What follows belongs to an exercise in optimizing a design on an open flow for small area, a short achievable clock period and few clock cycles per item; a production flow would make more cautious choices. Where RTL was checked, it was by simulation tests only, not by an equivalence proof against the original. Function not checked in run 1: the RTL went through the layout flow alone.

==> design.v <==
module register_param #(
    parameter BIT_LENGTH = 2048
) (
    input clk, rst,
    input load,
    input [BIT_LENGTH - 1 : 0] parIn,
    output reg [BIT_LENGTH - 1 : 0] parOut
);
    always@(posedge clk, posedge rst) begin
        if (rst == 1)
            parOut <= 0;
        else begin
            if (load == 1)
                parOut <= parIn;
        end
    end
endmodule
module adder #(
    parameter BIT_LENGTH = 32
) (
    input signed [BIT_LENGTH - 1 : 0] in1, in2,
    input mode,  
    output signed [BIT_LENGTH - 1 : 0] out
);
    assign out = (mode == 1) ? (in1 + in2) : (in1 - in2);
endmodule
module pfx_add #(parameter W = 30) (
    input [W-1:0] a, b,
    input cin,
    output [W-1:0] s
);
    localparam L = $clog2(W + 1);
    wire [W:0] g [0:L];
    wire [W:0] p [0:L];
    assign g[0] = {a & b, cin};
    assign p[0] = {a ^ b, 1'b0};
    genvar l, i;
    generate
        for (l = 0; l < L; l = l + 1) begin : lv
            for (i = 0; i <= W; i = i + 1) begin : b
                if ((i >> l) & 1) begin
                    assign g[l+1][i] = g[l][i] | (p[l][i] & g[l][((i >> l) << l) - 1]);
                    assign p[l+1][i] = p[l][i] & p[l][((i >> l) << l) - 1];
                end else begin
                    assign g[l+1][i] = g[l][i];
                    assign p[l+1][i] = p[l][i];
                end
            end
        end
    endgenerate
    assign s = p[0][W:1] ^ g[L][W-1:0];
endmodule
module upCounterRE #(
    parameter BIT_LENGTH = 16
) (
    input clk, rst,
    input init_cnt, en_cnt,
    output reg [BIT_LENGTH - 1 : 0] count
);
    always @(posedge clk, posedge rst) begin
        if (rst == 1)
            count <= 0;
        else begin
            if (init_cnt == 1)
                count <= 0;
            else if (en_cnt == 1)
                count <= count + 1;
        end
    end
endmodule
module cordic_linear_DP #(
    parameter FLOAT_SIZE = 24,
    parameter INT_SIZE = 8
) (
    input clk, rst,
    input signed [INT_SIZE + FLOAT_SIZE - 1:0] x, y, z,
    input mode,
    input loadX, loadY, loadZ,loadMode,
    input sel_input, adder_mode,
    input init_cnt, en_cnt,
    output signed [INT_SIZE + FLOAT_SIZE - 1:0] x_out, y_out, z_out,
    output co, phi
);
    wire signed [INT_SIZE + FLOAT_SIZE - 1:0] y_in, z_in;
    wire signed [INT_SIZE + FLOAT_SIZE - 1:0] out_adder_y, out_adder_z;
    assign y_in = (sel_input == 1) ? y : out_adder_y; 
    assign z_in = (sel_input == 1) ? z : out_adder_z; 
    register_param #(.BIT_LENGTH(INT_SIZE + FLOAT_SIZE)) X_Reg(
        .clk(clk),
        .rst(rst),
        .load(loadX),
        .parIn(x),
        .parOut(x_out)
    );
    register_param #(.BIT_LENGTH(INT_SIZE + FLOAT_SIZE)) Y_Reg(
        .clk(clk),
        .rst(rst),
        .load(loadY),
        .parIn(y_in),
        .parOut(y_out)
    );
    register_param #(.BIT_LENGTH(INT_SIZE + FLOAT_SIZE)) Z_Reg(
        .clk(clk),
        .rst(rst),
        .load(loadZ),
        .parIn(z_in),
        .parOut(z_out)
    );
    wire mode_val;
    register_param #(.BIT_LENGTH(1)) M_Reg(
        .clk(clk),
        .rst(rst),
        .load(loadMode),
        .parIn(mode),
        .parOut(mode_val)
    );
    wire [$clog2(FLOAT_SIZE) : 0] iter;
    upCounterRE #(.BIT_LENGTH($clog2(FLOAT_SIZE) + 1)) Iter_Count(
        .clk(clk),
        .rst(rst),
        .init_cnt(init_cnt),
        .en_cnt(en_cnt),
        .count(iter)
    );
    assign co = (iter == (FLOAT_SIZE)) ? 1'b1 : 1'b0;
    wire signed [INT_SIZE + FLOAT_SIZE - 1:0] x_shift, one, one_shift;
    assign x_shift = x >>> iter;
    assign one = { {(INT_SIZE-1){1'b0}}, 1'b1, {(FLOAT_SIZE){1'b0}} }; 
    assign one_shift = one >>> iter;
    adder #(.BIT_LENGTH(INT_SIZE + FLOAT_SIZE)) Y_Adder(
        .in1(y_out),
        .in2(x_shift),
        .mode(adder_mode),
        .out(out_adder_y)
    );
    adder #(.BIT_LENGTH(INT_SIZE + FLOAT_SIZE)) Z_Adder(
        .in1(z_out),
        .in2(one_shift),
        .mode(~adder_mode),
        .out(out_adder_z)
    );
    wire phi_rotate, phi_vector; 
    assign phi_rotate = (z_out[INT_SIZE + FLOAT_SIZE - 1] == 1) ? 1'b0 : 1'b1;
    assign phi_vector = (y_out[INT_SIZE + FLOAT_SIZE - 1] == 1) ? 1'b1 : 1'b0;
    assign phi = (mode_val == 1) ? phi_vector : phi_rotate;
endmodule
module cordic_linear_CU (
    input clk, rst,
    input start,
    input co, phi,
    output reg loadX, loadY, loadZ,loadMode,
    output reg sel_input, adder_mode,
    output reg init_cnt, en_cnt,
    output reg done
);
    parameter [1:0] IDLE = 0, INIT = 1, CALC = 2, DONE = 3;
    reg [1:0] ps, ns;
    always @(ps, start, co) begin
        case (ps)
            IDLE: ns = (start == 1) ? INIT : IDLE;
            INIT: ns = (start == 1 ) ? INIT : CALC;
            CALC: ns = (co == 1) ? DONE : CALC;
            DONE: ns = IDLE;
            default: ns = IDLE;
        endcase
    end
    always @(ps, phi) begin
        loadX = 0;
        loadY = 0;
        loadZ = 0;
        loadMode = 0;
        sel_input = 0;
        adder_mode = 0;
        init_cnt = 0;
        en_cnt = 0;
        done = 0;
        case (ps)
            IDLE: ;
            INIT: begin
                init_cnt = 1;
                loadX = 1;
                loadY = 1;
                loadZ = 1;
                loadMode = 1;
                sel_input = 1;
            end
            CALC: begin
                adder_mode = phi;
                en_cnt = 1;
                sel_input = 0;
                loadY = 1;
                loadZ = 1;
            end 
            DONE: done = 1;
            default: ;
        endcase
    end
    always @(posedge clk or posedge rst) begin
        if (rst == 1)
            ps <= IDLE;
        else 
            ps <= ns;
    end
endmodule
module cordic_linear #(
    parameter FLOAT_SIZE = 24,
    parameter INT_SIZE = 8
) (
    input clk, rst,
    input start,
    input signed [INT_SIZE + FLOAT_SIZE - 1:0] x, y, z,
    input mode,
    output signed [INT_SIZE + FLOAT_SIZE - 1:0] x_out, y_out, z_out,
    output done
);
    wire loadX, loadY, loadZ, loadMode;
    wire sel_input, adder_mode;
    wire init_cnt, en_cnt;
    wire co, phi;
    cordic_linear_DP #(.FLOAT_SIZE(FLOAT_SIZE), .INT_SIZE(INT_SIZE)) DP (
        .clk(clk),
        .rst(rst),
        .x(x),
        .y(y),
        .z(z),
        .mode(mode),
        .loadX(loadX),
        .loadY(loadY),
        .loadZ(loadZ),
        .loadMode(loadMode),
        .sel_input(sel_input),
        .adder_mode(adder_mode),
        .init_cnt(init_cnt),
        .en_cnt(en_cnt),
        .x_out(x_out),
        .y_out(y_out),
        .z_out(z_out),
        .co(co),
        .phi(phi)
    );
    cordic_linear_CU CU (
        .clk(clk),
        .rst(rst),
        .start(start),
        .co(co),
        .phi(phi),
        .loadX(loadX),
        .loadY(loadY),
        .loadZ(loadZ),
        .loadMode(loadMode),
        .sel_input(sel_input),
        .adder_mode(adder_mode),
        .init_cnt(init_cnt),
        .en_cnt(en_cnt),
        .done(done)
    );
endmodule
module reciprocal_float_DP (
    input clk, rst,
    input [31:0] x,
    input loadE, loadM, loadS,
    input selE, start_cordic,
    output [31:0] out,
    output done_cordic, zero_flag
);
    wire [7:0] E_val, E_in;
    wire [7:0] out_sub, E_reg_in;
    assign E_in = x[30:23];
    register_param #(.BIT_LENGTH(8)) E_Reg(
        .clk(clk),
        .rst(rst),
        .load(loadE),
        .parIn(E_reg_in),
        .parOut(E_val)
    );
    wire [22:0] M_val, M_in;
    assign M_in = x[22:0];
    register_param #(.BIT_LENGTH(23)) M_Reg(
        .clk(clk),
        .rst(rst),
        .load(loadM),
        .parIn(M_in),
        .parOut(M_val)
    );
    wire S_val, S_in;
    assign S_in = x[31];
    register_param #(.BIT_LENGTH(1)) S_Reg(
        .clk(clk),
        .rst(rst),
        .load(loadS),
        .parIn(S_in),
        .parOut(S_val)
    );
    assign E_reg_in = (selE == 1) ? E_in : out_sub;
    wire frac_zero;
    assign frac_zero = ~(|M_val);
    wire cin;
    assign cin = (frac_zero == 1) ? 1'b1 : 1'b0;
    assign out_sub = $unsigned(8'd253) - $unsigned(E_val) + cin;
    localparam FLOAT_SIZE = 24;
    localparam INT_SIZE = 2;
    wire signed [INT_SIZE + FLOAT_SIZE - 1:0] x_in, z, y;
    assign y = { {(INT_SIZE-1){1'b0}}, 1'b1, {(FLOAT_SIZE){1'b0}} };  
    assign z = {(INT_SIZE + FLOAT_SIZE){1'b0}};  
    assign x_in = { 2'b01, M_val, 1'b0};
    wire mode;
    assign mode = 1'b1;  
    wire signed [INT_SIZE + FLOAT_SIZE - 1:0] x_out, y_out, z_out;
    cordic_linear #(.FLOAT_SIZE(FLOAT_SIZE), .INT_SIZE(INT_SIZE)) Cordic_core(
        .clk(clk),
        .rst(rst),
        .start(start_cordic),
        .x(x_in),
        .y(y),
        .z(z),
        .mode(mode),
        .x_out(x_out),
        .y_out(y_out),
        .z_out(z_out),
        .done(done_cordic)
    );
    assign out = {S_val, E_val, z_out[22:0] };
    wire exp_zero;
    assign exp_zero = ~(|E_val);
    assign zero_flag = exp_zero && frac_zero;
endmodule
module reciprocal_float_CU (
    input clk, rst,
    input start,
    input done_cordic, zero_input,
    output reg loadE, loadM, loadS,
    output reg selE, start_cordic,
    output reg done, zero_flag
);
    parameter [2:0] IDLE = 0, INIT = 1, EXP = 2, CALC = 3, ZERO = 4;
    reg [2:0] ps, ns;
    always @(ps, start, zero_input, done_cordic) begin
        case (ps)
            IDLE: ns = (start == 1) ? INIT : IDLE;
            INIT: ns = (start == 1) ? INIT : EXP;
            EXP: ns = (zero_input == 1) ? ZERO : CALC;
            CALC: ns = (done_cordic == 1) ? IDLE : CALC;
            ZERO: ns = IDLE; 
            default: ns = IDLE;
        endcase
    end
    always @(ps, done_cordic, zero_input) begin
        loadE = 0;
        loadM = 0;
        loadS = 0;
        selE = 0;
        start_cordic = 0;
        done = 0;
        zero_flag = 0;
        case (ps)
            IDLE: ;
            INIT: begin
                selE = 1;
                loadE = 1;
                loadM = 1;
                loadS = 1;
            end 
            EXP: begin
                loadE = 1;
                start_cordic = ~zero_input;  
            end
            CALC: done = done_cordic;
            ZERO: begin
                done = 1;
                zero_flag = 1;
            end
            default: ;
        endcase
    end
    always @(posedge clk or posedge rst) begin
        if (rst == 1)
            ps <= IDLE;
        else 
            ps <= ns;
    end
endmodule
module reciprocal_float(
    input clk, rst,
    input start,
    input [31:0] x,
    output [31:0] out,
    output done, zero_flag
);
    localparam NC = 11;          
    localparam W = 29;           
    reg busy, done_r;
    reg [3:0] cnt;
    reg [22:0] xm_r;             
    reg [22:0] m_r;
    reg [W-1:0] r;
    reg s_r, zf_r, p24_r;
    reg [7:0] e_r;
    wire [22:0] clr_a, clr_b;    
    genvar k;
    generate
        for (k = 0; k < 23; k = k + 1) begin : dec
            if (k % 2 == 1) begin
                assign clr_a[k] = (cnt == (k - 1) / 2);
                assign clr_b[k] = 1'b0;
            end else begin
                assign clr_a[k] = 1'b0;
                assign clr_b[k] = (k >= 2) && (cnt == (k - 2) / 2);
            end
        end
    endgenerate
    wire [W-1:0] xm0 = {{(W-25){1'b0}}, 1'b1, xm_r, 1'b0};
    wire [W-1:0] xm1 = {{(W-25){1'b0}}, 1'b1, xm_r & ~clr_a, 1'b0};
    wire p0 = ~r[W-1];
    wire [W-1:0] t0;
    pfx_add #(.W(W)) ad0 (.a(r), .b(xm0 ^ {W{p0}}), .cin(p0), .s(t0));
    wire [W-1:0] r1 = {t0[W-2:0], p0};
    wire p1 = ~r1[W-1];
    wire [W-1:0] t1;
    pfx_add #(.W(W)) ad1 (.a(r1), .b(xm1 ^ {W{p1}}), .cin(p1), .s(t1));
    wire [W-1:0] r2 = {t1[W-2:0], p1};
    wire [23:0] y2 = 24'h800000 - {1'b0, x[22:0]};
    always @(posedge clk or posedge rst) begin
        if (rst) begin
            busy <= 1'b0;
            done_r <= 1'b0;
        end else begin
            done_r <= busy && (cnt == NC - 1);
            if (!busy)
                busy <= start;
            else if (cnt == NC - 1)
                busy <= 1'b0;
        end
    end
    always @(posedge clk) begin
        cnt <= busy ? cnt + 4'd1 : 4'd0;
        r <= busy ? r2 : {{(W-26){y2[23]}}, y2, 2'b00};
        xm_r <= busy ? xm_r & ~clr_a & ~clr_b : {x[22:1], 1'b0};
        p24_r <= ~t1[W-1];
        m_r <= x[22:0];
        s_r <= x[31];
        zf_r <= ~(|x[30:0]);
        e_r <= ~x[30:23] - 8'd2 + {7'd0, ~(|m_r)};
    end
    assign done = done_r;
    assign zero_flag = zf_r;
    assign out = {s_r, e_r, r[20:0], p24_r, 1'b1};
endmodule
==> flow/run.sh <==
#!/bin/bash
# The standard layout (standard.sh, unchanged synthesis), with repair_timing
# aiming below the clock period and, where set, smaller port buffers.
set -euo pipefail
bash standard.sh SETUP_SLACK_MARGIN=7 finish > standard_flow.log 2>&1
==> standard.sh <==
#!/bin/bash
# synth_recipe.tcl (not shown) runs the flow's synth.tcl, then flattens the netlist and writes it again
# the make line also repeats each setting of config.mk as NAME=value (left out here)
make -C /OpenROAD-flow-scripts/flow DESIGN_CONFIG=/design/flow/config.mk WORK_HOME=/design/flow/orfs CLKGATE_MAP_FILE= SYNTH_SCRIPT=/design/flow/synth_recipe.tcl "${@:-finish}"
==> config.mk <==
export PLATFORM = sky130hd
export DESIGN_NAME = reciprocal_float
export DESIGN_NICKNAME = reciprocal_float
export VERILOG_FILES = /design/flow/design.v
export SDC_FILE = /design/flow/constraint.sdc
export NUM_CORES = 4
export LEC_CHECK = 0
export CAP_MARGIN = 20
export CORE_MARGIN = 2
export CORE_UTILIZATION = 40
export SLEW_MARGIN = 20
==> constraint.sdc <==
create_clock -name core_clock -period 11.0 [get_ports {clk}]
set_input_delay 2.2000 -clock core_clock [delete_from_list [all_inputs] [get_ports {clk}]]
set_output_delay 2.2000 -clock core_clock [all_outputs]
set_load 0.01 [all_outputs]
==> flow_summary.ini, run 1 <==
[outcome]
status = timing/DRC/antenna clean

[clocking]
hold_buffers = 0
cts_tree = built
clock_sinks = 91
cts-htree-levels = 3
cts_buffer_depth = 2
cts-root-buf = clkbuf_16
clk_latency_ns = 0.36
path_clk_slew_ns = 0.06
numCtsBuffers = 9

[sta]
finClkSkew_ns = 0.00666
timing.final.crit_share = 0.485
slew_headroom = 0.310
hold_violations = 0
fin_tns_setup_ns = 0
clock.fmax_mhz = 187
rsz0062_at_grt = true
setup_viol_count_final = 0
worst_pin_slew_ns = 1.03
drv_slew = 0
period_minus_slack_ns = 5.33

[global_route]
grt-ovfl-total = 0
grt_max_degree = 50
grt_usage = 0.218
grt_pass1_wl_um = 27600
grt_pass1_vias = 5396
antenna_found_initial = 1

[worst_setup_path]
startpoint_type = flip-flop
path_cells = buf_12 -> xnor2_4 -> ha_4 -> nand2b_4 -> o21ai_4 -> a41oi_4 -> o41ai_4 -> a31oi_4 -> o21ai_4 -> xor2_4 -> inv_6 -> xnor2_1 -> ha_1 -> a21oi_4 -> nor2b_2 -> o21a_1 -> o41a_1 -> nand3_2 -> nand2_2 -> a221o_1 -> or3_1 -> o22ai_2 -> mux2i_1 -> or3_1
worstSetupEndpointType = flip-flop
cp_max_fo = 7
crit_required_ns = 11.23
slowest_stage = o41ai_4
crit_path_max_incr_delay_ns = 0.42
worstSetupPathType = reg2reg
arrival_ns = 5.57

[drt]
finalWirelength_um = 17900
drtAntennaViolNets = 0
met1_length_um = 7540
dr.pass1.iters = 5
wl_per_cell_um = 17.8
dr.first_iter.drc_count = 316
vias = 5426
drc = 0
wl_met3_um = 907
top_layer = met5
viasPerCell = 5.39
wl_met2_um = 8860

[floorplanning]
io_pins = 69
die_x_um = 128
start_util = 0.407
die_area_um2 = 16400
die_y_um = 128
core_um2 = 15100
fp-row-count = 45

[synthesis]
yosysWarnings = 2
avgSynthCellArea_um2 = 8.69
syn_area_um2 = 6140
synth_area_leaders = dfxtp_1 29%, ha_1 12%, xnor2_1 12%
synthArstFlopShare = 0.0220
syn_nets = 808
synth_edf_count = 0
ys_ff_latch = 91
ys.flop_type = dfxtp_1
yosysUniqueCellTypes = 62
yosys.area.top_type_share = 0.290
yosys.area.top_type = dfxtp_1
synthCells = 707
yosysSeqAreaShare = 0.298

[finish]
n_antenna_cell = 0
seq_area_um2 = 1840
nets = 916
post-route-util = 0.551
multi_input_area_um2 = 4520
drive_above_1_share = 0.223
area_delta_synth_final_pct = 35.4
fill_cells = 1323

[place]
gp_congestion = 0.822
port_buffers = 67
hpwlAfterDp_um = 12600

[worst_hold_path]
hold_path.class = reg2reg

[job]
maxCapViolations = 0
==> metrics by stage <==
stage	instance area [um2]	hold slack (ns)	cells	setup WS (ns)
after global placement	6910	0.465	926	4.58
after CTS	7790	0.499	986	5.69
after floorplan	6260	0.445	707	5.66
after global routing	8310	0.520	1007	5.42
final	8310	0.494	1007	5.67
after detailed placement	6910	0.485	926	4.37
==> state kept, by name, summed over array words and instances, names as in the netlist <==
register,count
busy,1
cnt,4
done_r,1
e_r,8
m_r,23
p24_r,1
r,29
s_r,1
xm_r,22
zf_r,1
==> worst max-delay path: cells and delay by family, from the launching register on <==
kind	cells	cell delay (ns)
simple gates	6	0.96
mux	1	0.10
xor+xnor	3	0.54
flops	1	0.38
buf+inv	2	0.24
fa+ha+maj	2	0.64
compound gates	10	2.34
==> repair_timing <==
item / 4_1_cts / 5_1_grt
setup buffers: 43 / 21
pin swaps: 33 / 59
gates resized for setup: 54 / 63
setup endpoints to repair: 27 / 27
gates cloned: 2 / 0
hold endpoints to repair: 0 / 0
==> routing by layer <==
layer,vias to the layer above,global-route usage
met5,-,0
met4,2,0.0957
met3,42,0.0380
met2,139,0.377
met1,2585,0.265
li1,2658,-
==> logic make-up (layout without fill, tap and decap cells) <==
kind of cell / count (synthesis) / count (layout) / share of synthesized area
compound gates: 147 / 147 / 0.167
xor+xnor: 107 / 107 / 0.156
fa+ha+maj: 66 / 66 / 0.142
buf+inv: 80 / 192 / 0.0640
flops: 91 / 91 / 0.298
mux: 2 / 2 / 0.00326
other cells: 1 / 1 / 0.000611
simple gates: 213 / 213 / 0.169
==> synthesized netlist by cell type (3+ instances only) <==
cell,number
nor2b_1,10
nand2b_1,5
clkbuf_1,12
a211oi_1,3
o21a_1,6
or3_1,9
inv_1,39
a21o_1,10
o21ai_1,3
a21oi_1,47
xnor2_1,81
ha_1,60
nor3_1,13
nand3_1,34
xor2_1,25
and3_1,4
dfxtp_1,89
o21bai_1,5
and2_1,5
and4_1,3
nor2_1,46
buf_4,24
fa_1,6
o21ai_0,41
nor4_1,16
nand4_1,7
a311oi_1,3
nand2_1,56
a21boi_0,4
==> path summary, 6_finish.rpt <==
check	start	endpoint	slack, ns	depth (start not counted)
worst max-delay path	r[28]	r[28]	5.67	24
max in group asynchronous	rst	busy	8.87	2
worst min register to register	cnt[0]	cnt[0]	0.49	1
worst min-delay path	cnt[0]	cnt[0]	0.49	1
worst max register to register	r[28]	r[28]	5.67	24
min in group asynchronous	rst	done_r	2.01	2
==> final cells by class <==
| class | instances | share of cell area |
|---|---|---|
| multi-input cells | 536 | 0.544 |
| flip-flops and latches | 91 | 0.221 |
| repair buffers | 137 | 0.153 |
| clock buffers | 11 | 0.0292 |
| well taps | 188 | 0.0283 |
| inverters | 40 | 0.0187 |
| clock inverters | 4 | 0.00617 |
==> placed cells by master (no fill, tap or decap), types with 13 or more instances in the layout <==
master	instances
clkdlybuf4s50_1	67
ha_1	48
inv_1	36
dfxtp_1	88
nor4_1	13
nor3_1	13
nor2_1	40
a21oi_1	33
o21ai_0	38
nand2_1	51
xnor2_1	70
xor2_1	24
buf_4	64
nand3_1	32
==> inputs of run 2 (changes only) <==
--- a/design.v
+++ b/design.v
@@ -387,37 +387,27 @@
     output done, zero_flag
 );
-    localparam NC = 11;          
+    localparam NC = 23;          
     localparam W = 29;           
     reg busy, done_r;
-    reg [3:0] cnt;
+    reg [4:0] cnt;
     reg [22:0] xm_r;             
-    reg [22:0] m_r;
     reg [W-1:0] r;
-    reg s_r, zf_r, p24_r;
+    reg s_r, zf_r, mz_r, p24_r;
     reg [7:0] e_r;
-    wire [22:0] clr_a, clr_b;    
+    wire [22:0] clr;
     genvar k;
     generate
         for (k = 0; k < 23; k = k + 1) begin : dec
-            if (k % 2 == 1) begin
-                assign clr_a[k] = (cnt == (k - 1) / 2);
-                assign clr_b[k] = 1'b0;
-            end else begin
-                assign clr_a[k] = 1'b0;
-                assign clr_b[k] = (k >= 2) && (cnt == (k - 2) / 2);
-            end
+            assign clr[k] = (cnt == k);
         end
     endgenerate
+    wire first = (cnt == 5'd0);
     wire [W-1:0] xm0 = {{(W-25){1'b0}}, 1'b1, xm_r, 1'b0};
-    wire [W-1:0] xm1 = {{(W-25){1'b0}}, 1'b1, xm_r & ~clr_a, 1'b0};
     wire p0 = ~r[W-1];
+    wire [W-1:0] b0 = {xm0[W-1:1] ^ {(W-1){p0}}, p0 | first};
     wire [W-1:0] t0;
-    pfx_add #(.W(W)) ad0 (.a(r), .b(xm0 ^ {W{p0}}), .cin(p0), .s(t0));
-    wire [W-1:0] r1 = {t0[W-2:0], p0};
-    wire p1 = ~r1[W-1];
-    wire [W-1:0] t1;
-    pfx_add #(.W(W)) ad1 (.a(r1), .b(xm1 ^ {W{p1}}), .cin(p1), .s(t1));
-    wire [W-1:0] r2 = {t1[W-2:0], p1};
-    wire [23:0] y2 = 24'h800000 - {1'b0, x[22:0]};
+    pfx_add #(.W(W)) ad0 (.a(r), .b(b0), .cin(p0 | first), .s(t0));
+    wire [W-1:0] rn = {t0[W-2:0], p0};
+    wire mz = ~(|x[22:0]);
     always @(posedge clk or posedge rst) begin
         if (rst) begin
@@ -433,15 +423,15 @@
     end
     always @(posedge clk) begin
-        cnt <= busy ? cnt + 4'd1 : 4'd0;
-        r <= busy ? r2 : {{(W-26){y2[23]}}, y2, 2'b00};
-        xm_r <= busy ? xm_r & ~clr_a & ~clr_b : {x[22:1], 1'b0};
-        p24_r <= ~t1[W-1];
-        m_r <= x[22:0];
+        cnt <= busy ? cnt + 5'd1 : 5'd0;
+        r <= busy ? rn : ~{{(W-25){1'b0}}, x[22:0], 2'b00};
+        xm_r <= busy ? xm_r & ~clr : x[22:0];
+        p24_r <= ~t0[W-1] & ~mz_r;
         s_r <= x[31];
-        zf_r <= ~(|x[30:0]);
-        e_r <= ~x[30:23] - 8'd2 + {7'd0, ~(|m_r)};
+        mz_r <= mz;
+        zf_r <= mz & ~(|x[30:23]);
+        e_r <= ~x[30:23] - 8'd2 + {7'd0, mz_r};
     end
     assign done = done_r;
     assign zero_flag = zf_r;
-    assign out = {s_r, e_r, r[20:0], p24_r, 1'b1};
+    assign out = {s_r, e_r, r[20:0] & {21{~mz_r}}, p24_r, 1'b1};
 endmodule
==> flow/run.sh (replaced) <==
#!/bin/bash
# The standard layout (standard.sh, unchanged synthesis), with repair_timing
# aiming below the clock period and smaller port buffers.
set -euo pipefail
bash standard.sh SETUP_SLACK_MARGIN=8.0 'BUFFER_PORTS_ARGS=-buffer_cell sky130_fd_sc_hd__buf_1' finish > standard_flow.log 2>&1
--- a/config.mk
+++ b/config.mk
@@ -10,2 +10,4 @@
 export CORE_UTILIZATION = 40
 export SLEW_MARGIN = 20
+export SYNTH_HIERARCHICAL = 1
+export SYNTH_MINIMUM_KEEP_SIZE = 0
==> run 2 against run 1 <==
Effect of this change: final area shrank 35%; routed wire length shrank 42%; worst hold slack gained 0.0087 ns; final cell count shrank 29%; global-route usage shrank 4.0 points; via count shrank 34%; register-to-register slack gained 2.4 ns; core utilization shrank 4.8 points; non-clock buffer count shrank 47; critical path depth shrank 21; critical endpoint is now out[16]; largest cell class unchanged; highest routed layer is now met4.
==> flow_summary.ini, run 2 <==
[finish]
layout_commonest_cell = dfxtp_1
largest_register = r
fill_cells = 1058
seq_area_um2 = 1450
largest_register_ffs = 29
nets = 646
reg_top3 = r x29, xm_r x23, e_r x8
area_delta_synth_final_pct = 23.7
drive_above_1_share = 0.227
multi_input_area_um2 = 2790
mostFrequentLayoutCells = 60 x dfxtp_1, 44 x inv_1, 36 x nand2_1, 36 x xnor2_1
n_antenna_cell = 0

[synthesis]
synth_most_common_cell = dfxtp_1
yosys.area.top_type_share = 0.316
synth_edf_count = 0
yosysUniqueCellTypes = 60
synth_area_leaders = dfxtp_1 32%, ha_1 10%, xnor2_1 7.6%
syn_area_um2 = 4370
yosys.area.top_type = dfxtp_1
synth_simple_gate_area_frac = 0.189
synthArstFlopShare = 0.0282
synth_compound_area_frac = 0.182
ys_ff_latch = 71
netlist_top_cells_count = 69 x dfxtp_1, 49 x inv_1, 38 x xnor2_1
synth_adder_area_share = 0.123
synthCells = 492
muxShareOfSynthArea = 0.00229
syn_nets = 567
synthXorXnorAreaFrac = 0.100
yosysWarnings = 8
synth_top_family_by_area = simple AND/OR/NAND/NOR gates
yosysSeqAreaShare = 0.328
avgSynthCellArea_um2 = 8.88
ys.flop_type = dfxtp_1

[sta]
timing.final.crit_share = 0.304
rsz0062_at_grt = true
fin_tns_setup_ns = 0
slew_headroom = 0.410
drv_slew = 0
hold_violations = 0
finClkSkew_ns = 0.0108
period_minus_slack_ns = 3.34
clock.fmax_mhz = 299
worst_pin_slew_ns = 0.885
setup_viol_count_final = 0

[global_route]
grt_pass1_vias = 3363
antenna_found_initial = 0
grt_pass1_wl_um = 16100
grt_usage = 0.178
grt-ovfl-total = 0
grt_max_degree = 98

[clocking]
path_clk_slew_ns = 0.08
cts_tree = built
cts-root-buf = clkbuf_8
numCtsBuffers = 9
clock_sinks = 71
cts_buffer_depth = 2
clk_latency_ns = 0.36
cts-htree-levels = 3

[worst_setup_path]
path_cells = buf_12 -> nor2b_1 -> buf_2
worstReg2RegStart = cnt[1]
startpoint_type = flip-flop
arrival_ns = 1.14
crit_required_ns = 8.80
cp_max_fo = 9
slowest_stage = dfxtp_4
worstSetupPathType = reg2out
worstRegToRegCells = 15
worstSetupEndpointType = output pin
startpoint = mz_r
crit_path_max_incr_delay_ns = 0.37

[drt]
viasPerCell = 5.02
finalWirelength_um = 10400
drc = 0
wl_per_cell_um = 14.5
dr.pass1.iters = 4
vias = 3595
dr.first_iter.drc_count = 160
drtAntennaViolNets = 0

[floorplanning]
core_um2 = 10700
io_pins = 69
fp-row-count = 38
die_x_um = 109
die_area_um2 = 11800
start_util = 0.407
die_y_um = 109

[worst_hold_path]
holdCritStartpoint = xm_r[15]
hold_path.class = reg2reg
hold_depth = 2

[job]
maxCapViolations = 0

[place]
gp_congestion = 0.889
hpwlAfterDp_um = 7080
port_buffers = 67

[outcome]
status = timing/DRC/antenna clean
==> run 2: changes by cell type in the layout (fill, tap and decap cells not counted), sizes merged, moves of 19 or more <==
cell	before	now
a21oi	48	21
clkdlybuf4s50	67	0
dfxtp	89	69
ha	60	35
nand2	56	37
nand3	34	10
nor2	46	14
xnor2	81	38
==> run 2: critical path: cells and delay by family, from the launching register on <==
| family | cells | cell delay (ns) |
|---|---|---|
| flip-flops | 1 | 0.37 |
| AND/OR/NAND/NOR | 1 | 0.12 |
| buffers and inverters | 2 | 0.29 |
==> run 2: per-layer routing <==
metal,global-route usage,share of wire
met1,0.224,0.46
met2,0.283,0.46
met3,0.0295,0.043
met4,0.106,0.034
met5,0,0
==> run 2: final timing paths <==
path,slack (ns),to
min in group asynchronous,1.66,done_r
worst min-delay path,0.50,xm_r[15]
worst max register to register,8.04,r[27]
worst max-delay path,7.66,out[16]
max in group asynchronous,9.22,busy
worst min register to register,0.50,xm_r[15]
==> run 2: cell type report <==
cell class              count  area share
clock buffers              10      0.0236
clock inverters             6      0.0201
inverters                  49      0.0350
multi-input cells         350       0.517
flip-flops and latches     71       0.269
well taps                 140      0.0324
repair buffers             90       0.103
==> run 2: what timing repair did <==
| action | 4_1_cts | 5_1_grt |
|---|---|---|
| setup endpoints to repair | 52 | 45 |
| pin swaps | 6 | 19 |
| gates resized for setup | 52 | 46 |
| cloned | 0 | 1 |
| hold buffers | 0 | 0 |
| buffers inserted | 8 | 12 |
==> run 2: logic make-up (layout without fill, tap and decap cells) <==
group / after synthesis / count (layout)
buffers and inverters: 71 / 155
and+or+nand+nor: 145 / 145
other: 1 / 1
muxes: 1 / 1
xor gates and xnor gates: 50 / 50
adders and majority gates: 40 / 40
AOI/OAI and AO/OA: 113 / 113
DFF: 71 / 71
==> run 2: stage by stage <==
stage	cells	instance area, um2	hold slack, ns	worst slack (ns)	util
after floorplan	492	4370	0.466	8.02	-
after global placement	679	4670	0.481	7.59	0.435
after detailed placement	679	4670	0.492	7.55	0.435
after CTS	703	5100	0.505	7.67	0.475
after global routing	716	5400	0.524	7.62	0.503
final	716	5400	0.502	7.66	0.503
Testbench counts of run 2, summed over its fixed seeds: cycles 40,000, items 1,600.
==> inputs of run 3 (changes only) <==
==> flow/run.sh (replaced) <==
#!/bin/bash
# The standard layout (standard.sh, unchanged synthesis), with repair_timing
# aiming below the clock period and smaller port buffers.
set -euo pipefail
bash standard.sh SETUP_SLACK_MARGIN=7.6 'BUFFER_PORTS_ARGS=-buffer_cell sky130_fd_sc_hd__buf_1' finish > standard_flow.log 2>&1
==> run 3 against run 2 <==
Effect of this change: critical path depth decreased by 1; synthesized cell count unchanged; non-clock buffer count decreased by 20; core utilization decreased by 4.3 points; area after synthesis unchanged; sequential share of layout area increased by 2.2 points; global-route usage decreased by 0.72 points; final area decreased by 8.5%; routed wire length decreased by 7.4%; largest cell class unchanged.
==> flow_summary.ini, run 3 <==
[drt]
drc = 0
finalWirelength_um = 9620
dr.pass1.iters = 4
dr.first_iter.drc_count = 119
viasPerCell = 5.02
wl_per_cell_um = 13.8
drtAntennaViolNets = 0
vias = 3492

[worst_hold_path]
hold_path.class = reg2reg
hold_end = cnt[0]
hold_depth = 1
holdCritStartpoint = cnt[0]

[synthesis]
synth_adder_area_share = 0.123
synthXorXnorAreaFrac = 0.100
synth_area_leaders = dfxtp_1 32%, ha_1 10%, xnor2_1 7.6%
yosysWarnings = 8
netlist_top_cells_count = 69 x dfxtp_1, 49 x inv_1, 38 x xnor2_1
synth_edf_count = 0
synth_most_common_cell = dfxtp_1
synthCells = 492
syn_area_um2 = 4370
synth_simple_gate_area_frac = 0.189
avgSynthCellArea_um2 = 8.88
yosysUniqueCellTypes = 60
muxShareOfSynthArea = 0.00229
synth_compound_area_frac = 0.182
yosysSeqAreaShare = 0.328
yosys.area.top_type_share = 0.316
synthArstFlopShare = 0.0282
ys.flop_type = dfxtp_1
syn_nets = 567
ys_ff_latch = 71
synth_top_family_by_area = simple AND/OR/NAND/NOR gates
yosys.area.top_type = dfxtp_1

[clocking]
numCtsBuffers = 9
cts_tree = built
hold_buffers = 0
clk_latency_ns = 0.35
cts-root-buf = clkbuf_8
cts_buffer_depth = 2
cts-htree-levels = 3
path_clk_slew_ns = 0.08
clock_sinks = 71

[finish]
fill_cells = 1100
area_delta_synth_final_pct = 13.1
largest_register = r
mostFrequentLayoutCells = 67 x dfxtp_1, 67 x buf_1, 49 x inv_1, 38 x xnor2_1, 37 x nand2_1
stdcell_area_um2 = 4940
nets = 626
n_antenna_cell = 0
largest_register_ffs = 29
drive_above_1_share = 0.0809
reg_top3 = r x29, xm_r x23, e_r x8

[sta]
period_minus_slack_ns = 3.30
worst_pin_slew_ns = 0.839
finClkSkew_ns = 0.0136
fin_ws_ns = 7.70
rsz0062_at_grt = true
setup_viol_count_final = 0
timing.final.crit_share = 0.300
fin_tns_setup_ns = 0
hold_violations = 0
clock.fmax_mhz = 303
drv_slew = 0
holdWs_ns = 0.492
slew_headroom = 0.440

[worst_setup_path]
startpoint_type = flip-flop
crit_path_max_incr_delay_ns = 0.44
worstReg2RegStart = cnt[0]
worstReg2RegEnd = r[15]
worstSetupEndpointType = output pin
arrival_ns = 1.10
worstRegToRegCells = 15
r2r_slack_ns = 7.83
path_cells = nor2b_1 -> buf_1
slowest_stage = dfxtp_4
crit_required_ns = 8.80
cp_max_fo = 23
worstSetupPathType = reg2out

[place]
place_area_um2 = 4670
port_buffers = 67
dpl_worst_slack_ns = 7.56
hpwlAfterDp_um = 7110
gp_congestion = 0.895

[global_route]
grt_pass1_wl_um = 15700
grt-ovfl-total = 0
grt_pass1_vias = 3285
antenna_found_initial = 0
grt_usage = 0.170
grt_max_degree = 98

[floorplanning]
die_area_um2 = 11800
io_pins = 69
fp-row-count = 38
die_x_um = 109
core_um2 = 10700
die_y_um = 109
start_util = 0.407

[outcome]
status = timing/DRC/antenna clean

[job]
maxCapViolations = 0
run 3: worst max path at each step:
stage               depth (start not counted)  endpoint   start  slack (ns)
floorplan                                   5    e_r[7]   x[23]        7.97
global placement                            2    out[7]    mz_r        7.59
detailed placement                         15     r[22]  cnt[0]        7.56
CTS                                        15     r[22]  cnt[0]        7.61
global route                                2   out[20]    mz_r        7.60
finish                                      2   out[15]    mz_r        7.70
run 3: logic make-up after synthesis:
logic type               after synthesis
XOR/XNOR                              50
flip-flops                            71
AO/OA/AOI/OAI                        113
AND/OR/NAND/NOR                      145
multiplexers                           1
buffers and inverters                 71
adder cells (fa/ha/maj)               40
other                                  1
run 3: timing repair:
item                       CTS  global route
setup buffers                1             0
setup endpoints to repair   26            15
pin swaps                    2             2
gates resized for setup      5             5
cloned                       0             0
run 3: layer usage:
metal | vias up | global-route usage | share of wire
met1 | 1607 | 0.224 | 0.47
met2 | 77 | 0.274 | 0.46
met5 | - | 0 | 0
met4 | 0 | 0.0797 | 0.025
li1 | 1794 | - | -
met3 | 14 | 0.0259 | 0.039
run 3: metrics by stage:
step	utilization	instances
final	0.460	696
after global routing	0.460	696
after CTS	0.457	696
after detailed placement	0.434	679
after global placement	0.434	679
after floorplan	-	492
run 3: layout make-up:
cell class | instances | area [um2] | area share
Timing Repair Buffer | 70 | 274 | 0.0554
Tap cell | 140 | 175 | 0.0354
Clock inverter | 4 | 52.6 | 0.0106
Inverter | 49 | 184 | 0.0372
Clock buffer | 12 | 165 | 0.0334
Sequential cell | 71 | 1440 | 0.291
Multi-Input combinational cell | 350 | 2650 | 0.537
run 3: critical path: cells and delay by family (launching register included):
kind / cells / cell delay (ns)
buffers and inverters: 1 / 0.17
flip-flops: 1 / 0.44
AND/OR/NAND/NOR: 1 / 0.15
==> inputs of run 4 (changes only) <==
--- a/design.v
+++ b/design.v
@@ -389,5 +389,5 @@
     localparam NC = 23;          
     localparam W = 29;           
-    reg busy, done_r;
+    reg busy, done_r, first_r;
     reg [4:0] cnt;
     reg [22:0] xm_r;             
@@ -402,5 +402,5 @@
         end
     endgenerate
-    wire first = (cnt == 5'd0);
+    wire first = first_r;
     wire [W-1:0] xm0 = {{(W-25){1'b0}}, 1'b1, xm_r, 1'b0};
     wire p0 = ~r[W-1];
@@ -423,8 +423,14 @@
     end
     always @(posedge clk) begin
+        first_r <= ~busy;
         cnt <= busy ? cnt + 5'd1 : 5'd0;
-        r <= busy ? rn : ~{{(W-25){1'b0}}, x[22:0], 2'b00};
+        if (!busy)
+            r <= ~{{(W-25){1'b0}}, x[22:0], 2'b00};
+        else if (first && mz_r)
+            r <= {{(W-25){1'b1}}, 23'd0, 2'b11};
+        else
+            r <= rn;
         xm_r <= busy ? xm_r & ~clr : x[22:0];
-        p24_r <= ~t0[W-1] & ~mz_r;
+        p24_r <= ~t0[W-1];
         s_r <= x[31];
         mz_r <= mz;
@@ -434,4 +440,4 @@
     assign done = done_r;
     assign zero_flag = zf_r;
-    assign out = {s_r, e_r, r[20:0] & {21{~mz_r}}, p24_r, 1'b1};
+    assign out = {s_r, e_r, r[20:0], p24_r, 1'b1};
 endmodule
--- a/config.mk
+++ b/config.mk
@@ -9,4 +9,5 @@
 export CORE_MARGIN = 2
 export CORE_UTILIZATION = 40
+export CTS_BUF_LIST = sky130_fd_sc_hd__clkbuf_4 sky130_fd_sc_hd__clkbuf_8
 export SLEW_MARGIN = 20
 export SYNTH_HIERARCHICAL = 1
==> run 4 against run 3 <==
Effect of this change: via count down 1.9%; core utilization fell by 1.0 points; setup slack better by 0.20 ns; critical path depth is 1 lower; first-iteration DRC count rose by 24%; critical path type unchanged.
==> flow_summary.ini, run 4 <==
[outcome]
status = timing/DRC/antenna clean

[finish]
multi_input_area_um2 = 2410
reg_top3 = r x29, xm_r x23, e_r x8
largest_register = r
fill_cells = 1074
drive_above_1_share = 0.0598
stdcell_area_um2 = 4690
mostFrequentLayoutCells = 70 x dfxtp_1, 67 x buf_1, 46 x nand2_1, 42 x inv_1, 41 x o21ai_0
layout_commonest_cell = dfxtp_1
fin_cells = 671
nets = 605
seq_area_um2 = 1450
area_delta_synth_final_pct = 8.61
n_antenna_cell = 0
largest_register_ffs = 29

[synthesis]
synthCells = 492
yosysWarnings = 8
synth_compound_area_frac = 0.184
synth_simple_gate_area_frac = 0.145
synth_edf_count = 0
avgSynthCellArea_um2 = 8.77
yosysUniqueCellTypes = 55
synth_top_family_by_area = compound AO/OA/AOI/OAI gates
synth_area_leaders = dfxtp_1 32%, ha_1 10%, xnor2_1 7.3%
synth_most_common_cell = dfxtp_1
syn_nets = 567
yosysSeqAreaShare = 0.336
netlist_top_cells_count = 70 x dfxtp_1, 46 x nand2_1, 42 x inv_1
synth_adder_area_share = 0.125
synthArstFlopShare = 0.0278
yosys.area.top_type = dfxtp_1
ys_ff_latch = 72
ys.flop_type = dfxtp_1
syn_area_um2 = 4320
synthXorXnorAreaFrac = 0.0994
muxShareOfSynthArea = 0.00464
yosys.area.top_type_share = 0.325

[clocking]
hold_buffers = 0
cts_tree = built
cts_buffer_depth = 2
clock_sinks = 72
cts-htree-levels = 3
cts-root-buf = clkbuf_8
cts_setup_buffers = 0
clk_latency_ns = 0.35
cts_resized = 0
numCtsBuffers = 9
path_clk_slew_ns = 0.08

[job]
maxCapViolations = 0

[drt]
wl_per_cell_um = 14.5
drtAntennaViolNets = 0
drc = 0
viasPerCell = 5.10
finalWirelength_um = 9710
dr.pass1.iters = 4
vias = 3425
dr.first_iter.drc_count = 147

[floorplanning]
start_util = 0.414
die_y_um = 108
io_pins = 69
core_um2 = 10400
die_area_um2 = 11600
die_x_um = 108
fp-row-count = 37

[place]
gp_congestion = 0.815
port_buffers = 67
dp_cells = 655
place_area_um2 = 4470
dpl_worst_slack_ns = 7.71
hpwlAfterDp_um = 7310

[sta]
drv_slew = 0
holdWs_ns = 0.496
rsz0062_at_grt = false
fin_tns_setup_ns = 0
fin_ws_ns = 7.89
slew_headroom = 0.551
finClkSkew_ns = 0.0108
setup_viol_count_final = 0
worst_pin_slew_ns = 0.669
period_minus_slack_ns = 3.11
clock.fmax_mhz = 322
hold_violations = 0
timing.final.crit_share = 0.283

[global_route]
grt_max_degree = 66
grt_usage = 0.176
grt_pass1_vias = 3282
antenna_found_initial = 0
grt_pass1_wl_um = 15900
grt-ovfl-total = 0

[worst_setup_path]
slowest_stage = dfxtp_1
path_cells = buf_1
worstSetupPathType = reg2out
cp_max_fo = 3
startpoint_type = flip-flop
arrival_ns = 0.91
worstSetupEndpointType = output pin
crit_required_ns = 8.80
critPathBufInv = 1
crit_family = flip-flops
r2r_slack_ns = 7.91
worstReg2RegStart = r[28]
worstRegToRegCells = 13
worstReg2RegEnd = r[22]
crit_path_max_incr_delay_ns = 0.40

[worst_hold_path]
hold_end = cnt[0]
hold_depth = 1
holdCritStartpoint = cnt[0]
hold_path.class = reg2reg
run 4: cell type report:
cell class | count | area share
tap | 136 | 0.0363
inverter | 42 | 0.0336
multi-input combinational | 335 | 0.515
sequential | 72 | 0.310
clock inverter | 6 | 0.0176
timing repair buffer | 70 | 0.0585
clock buffer | 10 | 0.0294
run 4: worst register-to-register path: stages (launching register included):
cell and delay, ns:
dfxtp_1 0.30, buf_4 0.25, nand2b_1 0.18, inv_1 0.06, fa_1 0.42, nand2b_1 0.21
a211oi_2 0.42, o21ai_2 0.20, a21boi_2 0.23, o21a_1 0.23, nor2_1 0.09, o311ai_1 0.25
nand2_1 0.08, o21ai_0 0.07
run 4: logic make-up (layout without fill, tap and decap cells):
logic type,count (synthesis),in the layout
flops,72,72
mux,2,2
fa+ha+maj,40,40
simple gates,124,124
other cells,1,1
buf+inv,85,128
xor+xnor,49,49
compound gates,119,119
run 4: worst max path at each step:
stage,from,to,cells past startpoint
2_1_floorplan,x[23],e_r[7],5
3_3_place_gp,x[23],e_r[7],6
3_5_place_dp,x[23],e_r[7],6
4_1_cts,r[3],out[5],1
5_1_grt,r[28],r[22],12
6_report,r[3],out[5],1
run 4: per-stage QoR:
step / util
floorplan: -
global placement: 0.429
detailed placement: 0.429
CTS: 0.450
global route: 0.450
finish: 0.450
run 4: per-layer routing:
layer	vias up	GRT usage	part of all wire	wire length, um
met5	-	0	0	0
met4	0	0.0568	0.017	166
met3	15	0.0406	0.039	381
met2	62	0.290	0.47	4590
met1	1608	0.228	0.47	4570
li1	1740	-	-	-
Testbench counts of run 4, summed over its fixed seeds: cycles 40,000, items 1,600.
==> inputs of run 5 (changes only) <==
--- a/config.mk
+++ b/config.mk
@@ -9,5 +9,4 @@
 export CORE_MARGIN = 2
 export CORE_UTILIZATION = 40
-export CTS_BUF_LIST = sky130_fd_sc_hd__clkbuf_4 sky130_fd_sc_hd__clkbuf_8
 export SLEW_MARGIN = 20
 export SYNTH_HIERARCHICAL = 1
==> run 5 against run 4 <==
Effect of this change: flip-flop and latch count stayed put; count of clock-buffer cells in the layout is the same; critical path depth unchanged; sequential share of layout area is the same; area after synthesis did not move; core utilization is the same; via count stayed put; clock skew stayed put; routed wire length unchanged.
==> flow_summary.ini, run 5 <==
[outcome]
status = timing/DRC/antenna clean

[sta]
timing.final.crit_share = 0.283
finClkSkew_ns = 0.0108
worst_pin_slew_ns = 0.669
drv_slew = 0
period_minus_slack_ns = 3.11
hold_violations = 0
clock.fmax_mhz = 322
fin_tns_setup_ns = 0
slew_headroom = 0.551
rsz0062_at_grt = false
setup_viol_count_final = 0

[drt]
drtAntennaViolNets = 0
vias = 3425
dr.pass1.iters = 4
finalWirelength_um = 9710
drc = 0
dr.first_iter.drc_count = 147
viasPerCell = 5.10
wl_per_cell_um = 14.5

[clocking]
cts_resized = 0
cts_buffer_depth = 2
numCtsBuffers = 9
clock_sinks = 72
clk_latency_ns = 0.35
cts_setup_buffers = 0
hold_buffers = 0
cts-htree-levels = 3
cts-root-buf = clkbuf_8
path_clk_slew_ns = 0.08
cts_tree = built

[finish]
mostFrequentLayoutCells = 70 x dfxtp_1, 67 x buf_1, 46 x nand2_1, 42 x inv_1, 41 x o21ai_0
post-route-util = 0.450
fin_cells = 671
fill_cells = 1074
multi_input_area_um2 = 2410
stdcell_area_um2 = 4690
area_delta_synth_final_pct = 8.61
n_antenna_cell = 0
reg_top3 = r x29, xm_r x23, e_r x8
drive_above_1_share = 0.0598
largest_register = r
nets = 605
largest_register_ffs = 29
layout_commonest_cell = dfxtp_1
seq_area_um2 = 1450

[place]
hpwlAfterDp_um = 7310
port_buffers = 67
place_area_um2 = 4470
dp_cells = 655
gp_congestion = 0.815

[global_route]
antenna_found_initial = 0
grt_usage = 0.176
grt_pass1_vias = 3282
grt_pass1_wl_um = 15900
grt-ovfl-total = 0
grt_max_degree = 66

[worst_setup_path]
path_cells = buf_1
startpoint_type = flip-flop
crit_path_max_incr_delay_ns = 0.40
slowest_stage = dfxtp_1
crit_cells = 1
arrival_ns = 0.91
crit_required_ns = 8.80
worstRegToRegCells = 13
crit_family = flip-flops
worstSetupEndpointType = output pin
critPathBufInv = 1
worstSetupPathType = reg2out
cp_max_fo = 3

[synthesis]
syn_area_um2 = 4320
synth_edf_count = 0
yosys.area.top_type = dfxtp_1
yosysUniqueCellTypes = 55
synth_most_common_cell = dfxtp_1
synthCells = 492
ys.flop_type = dfxtp_1
yosysWarnings = 8
yosysSeqAreaShare = 0.336
synthArstFlopShare = 0.0278
netlist_top_cells_count = 70 x dfxtp_1, 46 x nand2_1, 42 x inv_1
avgSynthCellArea_um2 = 8.77
ys_ff_latch = 72
syn_nets = 567
yosys.area.top_type_share = 0.325
synth_area_leaders = dfxtp_1 32%, ha_1 10%, xnor2_1 7.3%

[floorplanning]
start_util = 0.414
core_um2 = 10400
die_x_um = 108
io_pins = 69
die_y_um = 108
fp-row-count = 37
die_area_um2 = 11600

[worst_hold_path]
hold_depth = 1
hold_path.class = reg2reg

[job]
maxCapViolations = 0
## run 5: cell counts after synthesis
Identical to the previous run, type by type.
## run 5: metrics by stage
step / setup WS (ns) / hold slack [ns]
after global routing: 7.71 / 0.518
after CTS: 7.85 / 0.500
after global placement: 7.81 / 0.468
final: 7.89 / 0.496
after detailed placement: 7.71 / 0.481
after floorplan: 7.97 / 0.444
## run 5: cell families after synthesis
family | synth area share
xor gates and xnor gates | 0.0994
and+or+nand+nor | 0.145
muxes | 0.00464
other | 0.000869
DFF | 0.336
buffers and inverters | 0.105
AOI/OAI and AO/OA | 0.184
adders and majority gates | 0.125
## run 5: final cells by class
| class | count | area share |
|---|---|---|
| Inverter | 42 | 0.0336 |
| Clock buffer | 10 | 0.0294 |
| Timing Repair Buffer | 70 | 0.0585 |
| Multi-Input combinational cell | 335 | 0.515 |
| Sequential cell | 72 | 0.310 |
| Clock inverter | 6 | 0.0176 |
| Tap cell | 136 | 0.0363 |
## run 5: routing by layer
layer  GRT usage  share of wire
met1       0.228           0.47
met2       0.290           0.47
met3      0.0406          0.039
met4      0.0568          0.017
met5           0              0
## run 5: worst paths after layout
| check | slack [ns] | to | startpoint |
|---|---|---|---|
| max | 7.89 | out[5] | r[3] |
| min | 0.50 | cnt[0] | cnt[0] |
| max reg2reg | 7.91 | r[22] | r[28] |
| min reg2reg | 0.50 | cnt[0] | cnt[0] |
| max in group asynchronous | 9.19 | busy | rst |
| min in group asynchronous | 1.69 | busy | rst |
==> inputs of run 6 (changes only) <==
--- a/config.mk
+++ b/config.mk
@@ -6,4 +6,5 @@
 export NUM_CORES = 4
 export LEC_CHECK = 0
+export ABC_AREA = 1
 export CAP_MARGIN = 20
 export CORE_MARGIN = 2
==> run 6 against run 5 <==
Effect of this change: critical endpoint unchanged; highest routed layer unchanged; largest cell class unchanged; count of clock-buffer cells in the layout is 4 higher; still clean.
==> flow_summary.ini, run 6 <==
[finish]
nets = 747
area_delta_synth_final_pct = 10.1
largest_register_ffs = 29
largest_register = r
fill_cells = 1149
reg_top3 = r x29, xm_r x23, e_r x8
layout_commonest_cell = nand2_1
mostFrequentLayoutCells = 176 x nand2_1, 70 x dfxtp_1, 69 x inv_1, 67 x buf_1, 47 x nor2_1
drive_above_1_share = 0.0694
n_antenna_cell = 0

[worst_setup_path]
cp_max_fo = 3
worstSetupPathType = reg2out
path_cells = buf_1
arrival_ns = 0.91
worstSetupEndpointType = output pin
crit_required_ns = 8.80
slowest_stage = dfxtp_1
crit_path_max_incr_delay_ns = 0.40
startpoint = r[3]
r2r_slack_ns = 7.96
crit_family = flip-flops
worstReg2RegStart = r[28]
critPathBufInv = 1
startpoint_type = flip-flop

[synthesis]
yosys.area.top_type = dfxtp_1
yosysUniqueCellTypes = 35
avgSynthCellArea_um2 = 7.21
synth_edf_count = 0
synthCells = 632
ys_ff_latch = 72
yosysWarnings = 8
synth_area_leaders = dfxtp_1 31%, nand2_1 14%, ha_1 9.6%
syn_area_um2 = 4560
yosys.area.top_type_share = 0.307
ys.flop_type = dfxtp_1
syn_nets = 707
synth_most_common_cell = nand2_1
netlist_top_cells_count = 176 x nand2_1, 70 x dfxtp_1, 69 x inv_1
synthArstFlopShare = 0.0278
yosysSeqAreaShare = 0.318

[floorplanning]
io_pins = 69
start_util = 0.415
fp-row-count = 38
die_x_um = 111
core_um2 = 11000
die_y_um = 111
die_area_um2 = 12300

[clocking]
cts-root-buf = clkbuf_16
cts_setup_buffers = 0
cts_resized = 0
clock_sinks = 72
cts_buffer_depth = 2
hold_buffers = 0
cts_tree = built
cts-htree-levels = 3
numCtsBuffers = 9
path_clk_slew_ns = 0.06
clk_latency_ns = 0.33

[sta]
fin_tns_setup_ns = 0
drv_slew = 0
finClkSkew_ns = 0.00842
clock.fmax_mhz = 322
hold_violations = 0
holdWs_ns = 0.482
slew_headroom = 0.632
timing.final.crit_share = 0.283
setup_viol_count_final = 0
worst_pin_slew_ns = 0.551
period_minus_slack_ns = 3.11
rsz0062_at_grt = false

[place]
port_buffers = 67
gp_congestion = 0.844
hpwlAfterDp_um = 7530

[global_route]
grt_max_degree = 44
grt-ovfl-total = 0
grt_pass1_wl_um = 17200
grt_usage = 0.170
antenna_found_initial = 0
grt_pass1_vias = 3789

[drt]
dr.first_iter.drc_count = 109
drc = 0
drtAntennaViolNets = 0
finalWirelength_um = 9960
viasPerCell = 4.70
vias = 3841
wl_per_cell_um = 12.2
dr.pass1.iters = 4

[job]
maxCapViolations = 0

[worst_hold_path]
holdCritStartpoint = xm_r[0]
hold_path.class = reg2reg

[outcome]
status = timing/DRC/antenna clean
-- run 6: final cells by class --
type	instances	area [um2]	share of cell area
Sequential cell	72	1450	0.289
Clock inverter	2	35.0	0.00698
Inverter	74	278	0.0554
Clock buffer	14	284	0.0566
Tap cell	140	175	0.0349
Timing Repair Buffer	69	267	0.0531
Multi-Input combinational cell	446	2530	0.504
-- run 6: stage by stage --
| step | cell area, um2 | utilization | std cells | setup slack, ns |
|---|---|---|---|---|
| CTS | 5020 | 0.457 | 817 | 7.86 |
| detailed placement | 4700 | 0.428 | 801 | 7.81 |
| global placement | 4700 | 0.428 | 801 | 7.85 |
| global route | 5020 | 0.457 | 817 | 7.75 |
| floorplan | 4560 | - | 632 | 8.00 |
| finish | 5020 | 0.457 | 817 | 7.89 |
-- run 6: logic make-up after synthesis --
group / Yosys count / synth area share
simple gates: 295 / 0.278
buf+inv: 114 / 0.127
flops: 72 / 0.318
compound gates: 69 / 0.0791
xor+xnor: 41 / 0.0788
fa+ha+maj: 40 / 0.118
other cells: 1 / 0.000823
-- run 6: per-layer routing --
layer,vias to the layer above,share of wire,wire length (um),GRT usage
li1,2041,-,-,-
met1,1737,0.47,4700,0.208
met2,56,0.48,4780,0.296
met3,7,0.039,386,0.0454
met4,0,0.0089,89,0.0425
met5,-,0,0,0
-- run 6: final timing paths --
check,cells after the start,end
max in group asynchronous,2,busy
min in group asynchronous,2,done_r
hold reg to reg,2,xm_r[0]
setup / recovery,1,out[5]
hold / removal,2,xm_r[0]
setup reg to reg,17,r[17]
==> inputs of run 7 (changes only) <==
==> flow/run.sh (replaced) <==
#!/bin/bash
# The standard layout (standard.sh, unchanged synthesis), with repair_timing
# aiming below the clock period and smaller port buffers.
set -euo pipefail
bash standard.sh SETUP_SLACK_MARGIN=7.8 'BUFFER_PORTS_ARGS=-buffer_cell sky130_fd_sc_hd__buf_1' finish > standard_flow.log 2>&1
--- a/config.mk
+++ b/config.mk
@@ -6,8 +6,7 @@
 export NUM_CORES = 4
 export LEC_CHECK = 0
-export ABC_AREA = 1
 export CAP_MARGIN = 20
 export CORE_MARGIN = 2
-export CORE_UTILIZATION = 40
+export CORE_UTILIZATION = 60
 export SLEW_MARGIN = 20
 export SYNTH_HIERARCHICAL = 1
==> run 7 against run 6 <==
Effect of this change: sequential share of layout area grew 2.3 points; still clean on timing, DRC and antenna; non-clock buffer count rose by 1; first-iteration DRC count increased by 50%; largest cell class unchanged; highest routed layer unchanged; via count shrank 11%; final cell count shrank 23%; register-to-register slack better by 0.05 ns; final area decreased by 7.0%.
==> flow_summary.ini, run 7 <==
[outcome]
status = timing/DRC/antenna clean

[floorplanning]
fp-row-count = 30
core_um2 = 6870
io_pins = 69
die_y_um = 88.8
die_area_um2 = 7890
die_x_um = 88.8
start_util = 0.628

[finish]
fill_cells = 611
reg_top3 = r x29, xm_r x23, e_r x8
nets = 605
layout_commonest_cell = dfxtp_1
n_antenna_cell = 0
mostFrequentLayoutCells = 69 x dfxtp_1, 67 x buf_1, 46 x nand2_1, 42 x inv_1, 41 x o21ai_0
largest_register = r
area_delta_synth_final_pct = 8.09
post-route-util = 0.679
drive_above_1_share = 0.0598
largest_register_ffs = 29

[synthesis]
ys.flop_type = dfxtp_1
yosysWarnings = 8
yosys.area.top_type_share = 0.325
synth_most_common_cell = dfxtp_1
syn_nets = 567
netlist_top_cells_count = 70 x dfxtp_1, 46 x nand2_1, 42 x inv_1
synthCells = 492
ys_ff_latch = 72
yosysSeqAreaShare = 0.336
synthArstFlopShare = 0.0278
yosys.area.top_type = dfxtp_1
synth_area_leaders = dfxtp_1 32%, ha_1 10%, xnor2_1 7.3%
syn_area_um2 = 4320
avgSynthCellArea_um2 = 8.77
yosysUniqueCellTypes = 55
synth_edf_count = 0

[sta]
finClkSkew_ns = 0.00971
clock.fmax_mhz = 322
period_minus_slack_ns = 3.11
rsz0062_at_grt = false
holdWs_ns = 0.488
worst_pin_slew_ns = 0.776
drv_slew = 0
slew_headroom = 0.479
fin_tns_setup_ns = 0
timing.final.crit_share = 0.282
hold_violations = 0
setup_viol_count_final = 0

[worst_setup_path]
crit_cells = 1
r2r_slack_ns = 8.01
worstRegToRegCells = 12
startpoint_type = flip-flop
crit_path_max_incr_delay_ns = 0.39
crit_family = flip-flops
slowest_stage = dfxtp_1
arrival_ns = 0.91
critPathCapture = out[9]
cp_max_fo = 3
path_cells = buf_1
crit_required_ns = 8.80
worstSetupPathType = reg2out
worstReg2RegEnd = r[22]
startpoint = r[7]
critPathBufInv = 1
worstSetupEndpointType = output pin
worstReg2RegStart = r[28]

[worst_hold_path]
holdCritStartpoint = xm_r[15]
hold_path.class = reg2reg

[drt]
drc = 0
wl_per_cell_um = 14.5
dr.first_iter.drc_count = 164
vias = 3424
dr.pass1.iters = 4
viasPerCell = 5.43
drtAntennaViolNets = 0
finalWirelength_um = 9160

[clocking]
cts_setup_buffers = 0
clock_sinks = 72
cts_buffer_depth = 2
hold_buffers = 0
cts_tree = built
cts-htree-levels = 3
numCtsBuffers = 9
path_clk_slew_ns = 0.08
cts-root-buf = clkbuf_8
clk_latency_ns = 0.35

[place]
port_buffers = 67
hpwlAfterDp_um = 6800
gp_congestion = 0.875

[global_route]
antenna_found_initial = 0
grt-ovfl-total = 0
grt_pass1_vias = 3128
grt_usage = 0.251
grt_pass1_wl_um = 15100
grt_max_degree = 65

[job]
maxCapViolations = 0
==> run 7: cell types whose count changed in the layout (fill, tap and decap cells not counted), sizes merged, moves of 8 or more <==
cell	previous run	this run
nand2	187	46
nand3	44	6
inv	74	42
nor2	49	18
nand2b	0	16
o211ai	0	13
a21o	1	13
or2	9	0
a21oi	25	17
a31oi	0	8
==> run 7: how the worst min path moves through the flow <==
| stage | endpoint | slack (ns) | depth (start not counted) |
|---|---|---|---|
| floorplan | cnt[0] | 0.44 | 1 |
| detailed placement | xm_r[15] | 0.48 | 2 |
| global placement | cnt[0] | 0.47 | 1 |
| global route | xm_r[15] | 0.52 | 2 |
| CTS | xm_r[15] | 0.49 | 2 |
| finish | xm_r[15] | 0.49 | 2 |
==> run 7: routing by layer <==
| metal | global-route usage | part of all wire | up-vias |
|---|---|---|---|
| li1 | - | - | 1743 |
| met1 | 0.349 | 0.48 | 1594 |
| met2 | 0.389 | 0.46 | 73 |
| met3 | 0.0429 | 0.046 | 14 |
| met4 | 0.0964 | 0.015 | 0 |
| met5 | 0 | 0 | - |
==> run 7: layout make-up <==
type                            count  area [um2]  area share
Multi-Input combinational cell    335        2420       0.519
Inverter                           42         158      0.0338
Clock inverter                      5        78.8      0.0169
Clock buffer                       11         151      0.0325
Sequential cell                    72        1460       0.312
Timing Repair Buffer               70         282      0.0604
Tap cell                           96         120      0.0258
==> run 7: cell families after synthesis <==
group	synth area share
AO/OA/AOI/OAI	0.184
XOR/XNOR	0.0994
adder cells (fa/ha/maj)	0.125
buffers and inverters	0.105
flip-flops	0.336
multiplexers	0.00464
other	0.000869
AND/OR/NAND/NOR	0.145
==> run 7: timing repair <==
action,CTS,global route
pin swaps,0,1
endpoints found under the setup margin,8,9
resized for setup,1,4
==> run 7: stage by stage <==
stage / cells / area, um2 / setup slack, ns
6_report: 631 / 4660 / 7.89
3_3_place_gp: 615 / 4420 / 7.72
2_1_floorplan: 492 / 4320 / 7.97
4_1_cts: 631 / 4650 / 7.86
3_5_place_dp: 615 / 4420 / 7.69
5_1_grt: 631 / 4660 / 7.80

## what the ideal ports hide
The results above use ideal ports. As a check the final layouts listed here were re-extracted and re-timed, cells and wires unchanged. Step 1 (the two cells are an assumption about what drives the block):
set clk [get_ports {clk}]
set_driving_cell -lib_cell sky130_fd_sc_hd__clkbuf_16 $clk
set_driving_cell -lib_cell sky130_fd_sc_hd__buf_2 [delete_from_list [all_inputs] $clk]
Step 2 moves the port delays by t, midway between the first and last clock arrival at a register: inputs arrive t later, outputs are due t later. That takes back most of the time a late clock gives input paths. a / b / c = ideal / step 1 / step 2; a / b = the first two.
| run | shift t [ns] | slack for setup (ns) | worst setup path at the end | worst slew at a driven data input, ns | pins driven straight from the clock port |
|---|---|---|---|---|---|
| run 1 | 0.395 | 5.665 / 5.665 / 5.665 | register to register | 0.05 | 1 |
| run 2 | 0.384 | 7.658 / 7.626 / 7.759 | input to register | 0.04 | 1 |
| run 3 | 0.375 | 7.696 / 7.666 / 7.527 | input to register | 0.04 | 1 |
| run 4 | 0.376 | 7.892 / 7.859 / 7.739 | input to register | 0.03 | 1 |
| run 5 | 0.376 | 7.892 / 7.859 / 7.739 | input to register | 0.03 | 1 |
| run 6 | 0.368 | 7.892 / 7.853 / 7.806 | input to register | 0.03 | 1 |
| run 7 | 0.375 | 7.895 / 7.863 / 7.777 | input to register | 0.03 | 1 |
After both steps setup and hold are still met in every run listed. For run 3, which loses most, drivers alone change the setup slack by -0.030 ns; drivers and shift together by -0.169 ns.
